Source: an optimization exercise on an open RTL-to-GDS flow (aim: a short achievable clock period and few clock cycles per item). Production flows keep margins and buffers that such runs may drop. In this exercise RTL edits were held to simulation tests only and were not proved equivalent to the original. No activity file was given, so power comes from the tool's default toggle rates.

==> run a: inputs <==
Design RV32core, start of the top module:
module  RV32core(
        input clk,   
        input rst,   
        output[31:0] imem_addr,
        input[31:0] imem_data,
        output dmem_en,
        output dmem_we,
        output[31:0] dmem_addr,
        output[31:0] dmem_wdata,
        input[31:0] dmem_rdata,
        output wb_en,
        output[4:0] wb_rd,
        output[31:0] wb_data
    );
export LEC_CHECK = 0
export CAP_MARGIN = 20
export CORE_MARGIN = 2
export CORE_UTILIZATION = 30
export PLACE_DENSITY = 0.5
export SLEW_MARGIN = 20
export SYNTH_HIERARCHICAL = 1
create_clock -name core_clock -period 100.0 [get_ports {clk}]
standard.sh (not shown) runs the stock make flow with config.mk's settings and CLKGATE_MAP_FILE= SYNTH_SCRIPT=/design/flow/synth_recipe.tcl, a recipe that flattens the netlist after the stock synthesis.
==> flow/flow/run.sh <==
#!/bin/bash
cp standard.sh standard_sh.txt
export SETUP_SLACK_MARGIN=78.5
export BUFFER_PORTS_ARGS="-buffer_cell sky130_fd_sc_hd__buf_4"
bash standard.sh > standard.log 2>&1
==> inputs of run b, as changes to run a <==
--- a/flow/design.v
+++ b/flow/design.v
@@ -5,18 +5,20 @@
     input start,             
     input[4:0] start_rd,
     input[63:0] start_ra,    
     input[31:0] start_d,     
     input[4-LK:0] start_cnt,    
+    input hold,              
     output reg busy,
     output fin,              
     output reg[4:0] rd,
     output[31:0] q
 );
     reg[63:0] ra;
     reg[31:0] d;
     reg[4-LK:0] cnt;
+    reg done;                
     reg[63:0] t;
     reg[32:0] r33;
     reg[33:0] diff;
     integer i;
     always @* begin
@@ -26,31 +28,34 @@
             diff = {1'b0, r33} - {2'b0, d};
             if (!diff[33]) t = {diff[31:0], t[30:0], 1'b1};
             else t = {t[62:0], 1'b0};
         end
     end
-    assign fin = busy & (cnt == 0);
-    assign q = t[31:0];
+    assign fin = busy & ((cnt == 0) | done);
+    assign q = done ? ra[31:0] : t[31:0];
     always @(posedge clk or posedge rst) begin
         if (rst) begin
             busy <= 1'b0;
+            done <= 1'b0;
             cnt <= 0;
             rd <= 5'd0;
         end else if (start) begin
             busy <= 1'b1;
+            done <= 1'b0;
             cnt <= start_cnt;
             rd <= start_rd;
         end else begin
-            if (fin) busy <= 1'b0;
+            if (fin & ~hold) busy <= 1'b0;
+            done <= fin & hold;
             cnt <= cnt - 1'b1;
         end
     end
     always @(posedge clk) begin
         if (start) begin
             ra <= start_ra;
             d <= start_d;
-        end else begin
+        end else if (~done) begin
             ra <= t;
         end
     end
 endmodule
 `timescale 1ns / 1ps
@@ -80,14 +85,13 @@
     reg w_en;                
     reg[4:0] w_rd;           
     reg[31:0] w_data;        
     reg[4:0] wi_rd;
     reg[31:0] wi_data;
-    reg[31:0] pc_o;          
     reg[31:0] rf[1:31];      
     reg[31:1] rf_ok;
-    assign imem_addr = pc_o;
+    assign imem_addr = pc;
     assign dmem_en = m_en;
     assign dmem_we = m_we;
     assign dmem_addr = m_addr;
     assign dmem_wdata = m_wdata;
     assign wb_en = w_en;
@@ -129,12 +133,11 @@
     wire[31:0] d_q;
     wire lu_haz = p1_wen & p1_load & ((use1 & (rs1 == p1_rd)) | (use2 & (rs2 == p1_rd)));
     wire d_wen = d_rd != 5'd0;
     wire dv_haz = d_busy & d_wen & ((use1 & (rs1 == d_rd)) | (use2 & (rs2 == d_rd)) | (wrd & (rd == d_rd)));
     wire ds_haz = is_div & d_busy & ~d_fin;
-    wire dp_haz = d_fin & d_wen & wrd;
-    wire stall = lu_haz | dv_haz | ds_haz | dp_haz;
+    wire stall = lu_haz | dv_haz | ds_haz;
     wire go = ir_v & ~stall;
     wire[31:0] opb = is_op ? b : imm_i;
     wire[4:0] sh = opb[4:0];
     wire sub = is_op & ir[30];
     wire[31:0] sum = sub ? a - opb : a + opb;
@@ -186,20 +189,22 @@
             3'd6: br_c = b_ltu;
             default: br_c = ~b_ltu;
         endcase
     end
     wire taken = is_jal | is_jalr | (is_br & br_c);
-    wire x_redir = go & (ir_pred ? (is_br & ~br_c) : taken);
+    wire x_redir = go & (ir_pred ? (~taken | (pc != target)) : taken);
     wire[31:0] jalr_t = a + imm_i;
     wire[31:0] target = is_jalr ? {jalr_t[31:1], 1'b0} : ir_pc + (is_jal ? imm_j : imm_b);
     wire[31:0] pc4 = ir_pc + 32'd4;
-    wire[31:0] x_target = ir_pred ? pc4 : target;
+    wire[31:0] x_target = taken ? target : pc4;
     wire fetch_ok = ~x_redir & ~(ir_v & stall);
     wire[31:0] pc_early = x_redir ? x_target : fetch_ok ? pc + 32'd4 : pc;
     wire f_pred;
     wire[31:0] pc_next;
-    FetchPD fpd(.fi(imem_data), .pc(pc), .pc_early(pc_early), .en(fetch_ok),
+    wire xr_v = go & wrd & ~is_load & ~(is_div & div_long);
+    FetchPD fpd(.fi(imem_data), .pc(pc), .pc_early(pc_early), .en(fetch_ok), .rst(rst),
+        .xr_v(xr_v), .xr_rd(rd), .xr_zero(res == 32'd0), .xr_neg(res[31]),
         .pc_next(pc_next), .pred(f_pred));
     reg[31:0] res;
     always @* begin
         if (is_lui) res = imm_u;
         else if (is_auipc) res = ir_pc + imm_u;
@@ -208,34 +213,29 @@
         else if (is_div) res = div_imm;
         else res = alu;
     end
     wire[31:0] ea = a + (is_store ? imm_s : imm_i);
     wire x_wen = go & wrd & ~(is_div & div_long);
-    wire d_out = d_fin & d_wen;
+    wire d_out = d_fin & d_wen & ~x_wen;
     wire ent_v = x_wen | d_out;
     wire ent_load = x_wen & is_load;
     wire[4:0] ent_rd = x_wen ? rd : d_rd;
     wire[31:0] ent_data = x_wen ? res : d_q;
     FU_div #(.LK(LK)) du(.clk(clk), .rst(rst),
         .start(go & is_div & div_long), .start_rd(rd), .start_ra(dra), .start_d(b),
-        .start_cnt(dcnt),
+        .start_cnt(dcnt), .hold(x_wen & d_wen),
         .busy(d_busy), .fin(d_fin), .rd(d_rd), .q(d_q));
     wire w_en_n = p1_wen | (ent_v & ~ent_load);
     wire[4:0] w_rd_n = p1_wen ? p1_rd : ent_rd;
     wire[31:0] w_data_n = (p1_wen & p1_load) ? dmem_rdata : p1_wen ? p1_data : ent_data;
     always @(posedge clk or posedge rst) begin
         if (rst) begin
-            pc_o <= 32'd0;
             ir_v <= 1'b0;
             ir_pred <= 1'b0;
             p1_wen <= 1'b0;
             p1_load <= 1'b0;
-            m_en <= 1'b0;
-            m_we <= 1'b0;
-            w_en <= 1'b0;
         end else begin
-            pc_o <= pc_next;
             if (x_redir) begin
                 ir_v <= 1'b0;
                 ir_pred <= 1'b0;
             end else if (~(ir_v & stall)) begin
                 ir_v <= 1'b1;
@@ -246,17 +246,17 @@
                 p1_load <= ent_load;
             end else begin
                 p1_wen <= 1'b0;
                 p1_load <= 1'b0;
             end
-            m_en <= go & (is_load | is_store);
-            m_we <= go & is_store;
-            w_en <= w_en_n;
         end
     end
     always @(posedge clk) begin
-        pc <= rst ? 32'd0 : pc_next;
+        pc <= pc_next;
+        m_en <= ~rst & go & (is_load | is_store);
+        m_we <= ~rst & go & is_store;
+        w_en <= ~rst & w_en_n;
     end
     always @(posedge clk) begin
         if (~(ir_v & stall)) begin
             ir <= imem_data;
             ir_pc <= pc;
@@ -283,23 +283,46 @@
 module FetchPD(
     input[31:0] fi,          
     input[31:0] pc,          
     input[31:0] pc_early,    
     input en,                
+    input rst,               
+    input xr_v,              
+    input[4:0] xr_rd,        
+    input xr_zero,
+    input xr_neg,
     output[31:0] pc_next,
     output pred
 );
     wire f_jal = fi[6:0] == 7'b1101111;
     wire f_jalr0 = (fi[6:0] == 7'b1100111) & (fi[19:15] == 5'd0);
     wire f_br = fi[6:0] == 7'b1100011;
+    localparam FW = 10;      
     wire[11:1] imm_j = {fi[20], fi[30:21]};                  
     wire[11:1] imm_b = {fi[7], fi[30:25], fi[11:8]};         
-    wire j_short = fi[19:12] == {8{fi[31]}};                 
-    wire[11:0] sj = {1'b0, pc[11:1]} + {1'b0, imm_j};
-    wire[11:0] sb = {1'b0, pc[11:1]} + {1'b0, imm_b};
-    wire j_ok = j_short & (sj[11] == fi[31]);
-    wire b_ok = sb[11] == fi[31];
-    assign pred = (f_jal & j_ok) | f_jalr0 | (f_br & fi[31] & b_ok);
+    wire[FW-1:1] sj = pc[FW-1:1] + imm_j[FW-1:1];
+    wire[FW-1:1] sb = pc[FW-1:1] + imm_b[FW-1:1];
+    wire er_hit = xr_v & (fi[24:20] == 5'd0) & (fi[19:15] == xr_rd);
+    reg er_taken;
+    always @* begin
+        case (fi[14:12])
+            3'd0: er_taken = xr_zero;
+            3'd1: er_taken = ~xr_zero;
+            3'd4: er_taken = xr_neg;
+            3'd5: er_taken = ~xr_neg;
+            3'd6: er_taken = 1'b0;
+            default: er_taken = 1'b1;
+        endcase
+    end
+    wire br_pred = er_hit ? er_taken : fi[31];
+    assign pred = f_jal | f_jalr0 | (f_br & br_pred);
     wire[31:0] ta = {{20{fi[31]}}, fi[31:21], 1'b0};
-    wire[31:0] target = f_jalr0 ? ta : {pc[31:12], f_jal ? sj[10:0] : sb[10:0], 1'b0};
-    assign pc_next = (en & pred) ? target : pc_early;
+    wire en_r = en & ~rst;
+    wire sel_j = en_r & f_jal;
+    wire sel_a = en_r & f_jalr0;
+    wire sel_b = en_r & f_br & br_pred;
+    wire sel_e = ~rst & ~(sel_j | sel_a | sel_b);
+    wire[31:0] tj = {pc[31:FW], sj, 1'b0};
+    wire[31:0] tb = {pc[31:FW], sb, 1'b0};
+    assign pc_next = ({32{sel_j}} & tj) | ({32{sel_b}} & tb) |
+                     ({32{sel_a}} & ta) | ({32{sel_e}} & pc_early);
 endmodule
==> flow/flow/run.sh (replaced) <==
#!/bin/bash
cp standard.sh standard_sh.txt
export SETUP_SLACK_MARGIN=79.3
export BUFFER_PORTS_ARGS="-buffer_cell sky130_fd_sc_hd__buf_4"
bash standard.sh > standard.log 2>&1
==> inputs of run c, as changes to run a <==
--- a/flow/design.v
+++ b/flow/design.v
@@ -80,14 +80,13 @@
     reg w_en;                
     reg[4:0] w_rd;           
     reg[31:0] w_data;        
     reg[4:0] wi_rd;
     reg[31:0] wi_data;
-    reg[31:0] pc_o;          
     reg[31:0] rf[1:31];      
     reg[31:1] rf_ok;
-    assign imem_addr = pc_o;
+    assign imem_addr = pc;
     assign dmem_en = m_en;
     assign dmem_we = m_we;
     assign dmem_addr = m_addr;
     assign dmem_wdata = m_wdata;
     assign wb_en = w_en;
@@ -186,20 +185,22 @@
             3'd6: br_c = b_ltu;
             default: br_c = ~b_ltu;
         endcase
     end
     wire taken = is_jal | is_jalr | (is_br & br_c);
-    wire x_redir = go & (ir_pred ? (is_br & ~br_c) : taken);
+    wire x_redir = go & (ir_pred ? (~taken | (pc != target)) : taken);
     wire[31:0] jalr_t = a + imm_i;
     wire[31:0] target = is_jalr ? {jalr_t[31:1], 1'b0} : ir_pc + (is_jal ? imm_j : imm_b);
     wire[31:0] pc4 = ir_pc + 32'd4;
-    wire[31:0] x_target = ir_pred ? pc4 : target;
+    wire[31:0] x_target = taken ? target : pc4;
     wire fetch_ok = ~x_redir & ~(ir_v & stall);
     wire[31:0] pc_early = x_redir ? x_target : fetch_ok ? pc + 32'd4 : pc;
     wire f_pred;
     wire[31:0] pc_next;
+    wire xr_v = go & wrd & ~is_load & ~(is_div & div_long);
     FetchPD fpd(.fi(imem_data), .pc(pc), .pc_early(pc_early), .en(fetch_ok),
+        .xr_v(xr_v), .xr_rd(rd), .xr_zero(res == 32'd0), .xr_neg(res[31]),
         .pc_next(pc_next), .pred(f_pred));
     reg[31:0] res;
     always @* begin
         if (is_lui) res = imm_u;
         else if (is_auipc) res = ir_pc + imm_u;
@@ -222,20 +223,20 @@
     wire w_en_n = p1_wen | (ent_v & ~ent_load);
     wire[4:0] w_rd_n = p1_wen ? p1_rd : ent_rd;
     wire[31:0] w_data_n = (p1_wen & p1_load) ? dmem_rdata : p1_wen ? p1_data : ent_data;
     always @(posedge clk or posedge rst) begin
         if (rst) begin
-            pc_o <= 32'd0;
+            pc <= 32'd0;
             ir_v <= 1'b0;
             ir_pred <= 1'b0;
             p1_wen <= 1'b0;
             p1_load <= 1'b0;
             m_en <= 1'b0;
             m_we <= 1'b0;
             w_en <= 1'b0;
         end else begin
-            pc_o <= pc_next;
+            pc <= pc_next;
             if (x_redir) begin
                 ir_v <= 1'b0;
                 ir_pred <= 1'b0;
             end else if (~(ir_v & stall)) begin
                 ir_v <= 1'b1;
@@ -252,13 +253,10 @@
             m_we <= go & is_store;
             w_en <= w_en_n;
         end
     end
     always @(posedge clk) begin
-        pc <= rst ? 32'd0 : pc_next;
-    end
-    always @(posedge clk) begin
         if (~(ir_v & stall)) begin
             ir <= imem_data;
             ir_pc <= pc;
         end
         p1_rd <= ent_rd;
@@ -283,23 +281,37 @@
 module FetchPD(
     input[31:0] fi,          
     input[31:0] pc,          
     input[31:0] pc_early,    
     input en,                
+    input xr_v,              
+    input[4:0] xr_rd,        
+    input xr_zero,
+    input xr_neg,
     output[31:0] pc_next,
     output pred
 );
     wire f_jal = fi[6:0] == 7'b1101111;
     wire f_jalr0 = (fi[6:0] == 7'b1100111) & (fi[19:15] == 5'd0);
     wire f_br = fi[6:0] == 7'b1100011;
     wire[11:1] imm_j = {fi[20], fi[30:21]};                  
     wire[11:1] imm_b = {fi[7], fi[30:25], fi[11:8]};         
-    wire j_short = fi[19:12] == {8{fi[31]}};                 
-    wire[11:0] sj = {1'b0, pc[11:1]} + {1'b0, imm_j};
-    wire[11:0] sb = {1'b0, pc[11:1]} + {1'b0, imm_b};
-    wire j_ok = j_short & (sj[11] == fi[31]);
-    wire b_ok = sb[11] == fi[31];
-    assign pred = (f_jal & j_ok) | f_jalr0 | (f_br & fi[31] & b_ok);
+    wire[10:0] sj = pc[11:1] + imm_j;
+    wire[10:0] sb = pc[11:1] + imm_b;
+    wire er_hit = xr_v & (fi[24:20] == 5'd0) & (fi[19:15] == xr_rd);
+    reg er_taken;
+    always @* begin
+        case (fi[14:12])
+            3'd0: er_taken = xr_zero;
+            3'd1: er_taken = ~xr_zero;
+            3'd4: er_taken = xr_neg;
+            3'd5: er_taken = ~xr_neg;
+            3'd6: er_taken = 1'b0;
+            default: er_taken = 1'b1;
+        endcase
+    end
+    wire br_pred = er_hit ? er_taken : fi[31];
+    assign pred = f_jal | f_jalr0 | (f_br & br_pred);
     wire[31:0] ta = {{20{fi[31]}}, fi[31:21], 1'b0};
     wire[31:0] target = f_jalr0 ? ta : {pc[31:12], f_jal ? sj[10:0] : sb[10:0], 1'b0};
     assign pc_next = (en & pred) ? target : pc_early;
 endmodule
==> flow/flow/run.sh (replaced) <==
#!/bin/bash
cp standard.sh standard_sh.txt
export SETUP_SLACK_MARGIN=79.3
export BUFFER_PORTS_ARGS="-buffer_cell sky130_fd_sc_hd__buf_4"
bash standard.sh > standard.log 2>&1
- CORE_UTILIZATION: 30 -> 45
- PLACE_DENSITY: 0.5 -> 0.65
==> notes <==
The lowest total power belongs to run c, the highest to run b.
Register-to-register slack, lowest first: run c, run a, run b.
Of run a and run b, run a has the higher sequential cell count (gap 31).
In run b the area after synthesis is larger than in run c, by 0.92%.
Testbench counts of run a, summed over its fixed seeds: cycles 38,698, instrs 35,431.
Testbench counts of run b, summed over its fixed seeds: cycles 37,586, instrs 35,431.
Testbench counts of run c, summed over its fixed seeds: cycles 37,674, instrs 35,431.

[static timing again, ports no longer ideal]
No port has a modelled driver above. Below, the same layouts with a new extraction and two added sets of constraints. Step 1 (the two cells are an assumption about what drives the block):
set clk [get_ports {clk}]
set_driving_cell -lib_cell sky130_fd_sc_hd__clkbuf_16 $clk
set_driving_cell -lib_cell sky130_fd_sc_hd__buf_2 [delete_from_list [all_inputs] $clk]
Step 2 adds t to the input delays and takes it off the output delays; t is the mean of the earliest and latest rising clock arrival at the registers after step 1. Input paths then give back, and output paths get back, about the clock's delay inside the block. a / b / c = ideal / step 1 / step 2; a / b = the first two.
run | shift t [ns] | setup slack, ns | latest minus earliest clock arrival (ns) | pins driven straight from the clock port
run a | 1.010 | 78.195 / 78.238 / 77.228 | 0.119 / 0.118 | 1
run b | 0.960 | 78.658 / 78.556 / 77.955 | 0.083 / 0.083 | 1
run c | 0.944 | 78.379 / 78.393 / 77.465 | 0.075 / 0.075 | 1
After both steps setup and hold are still met in every run listed. For run a, which loses most, drivers alone change the setup slack by +0.043 ns; drivers and shift together by -0.967 ns.
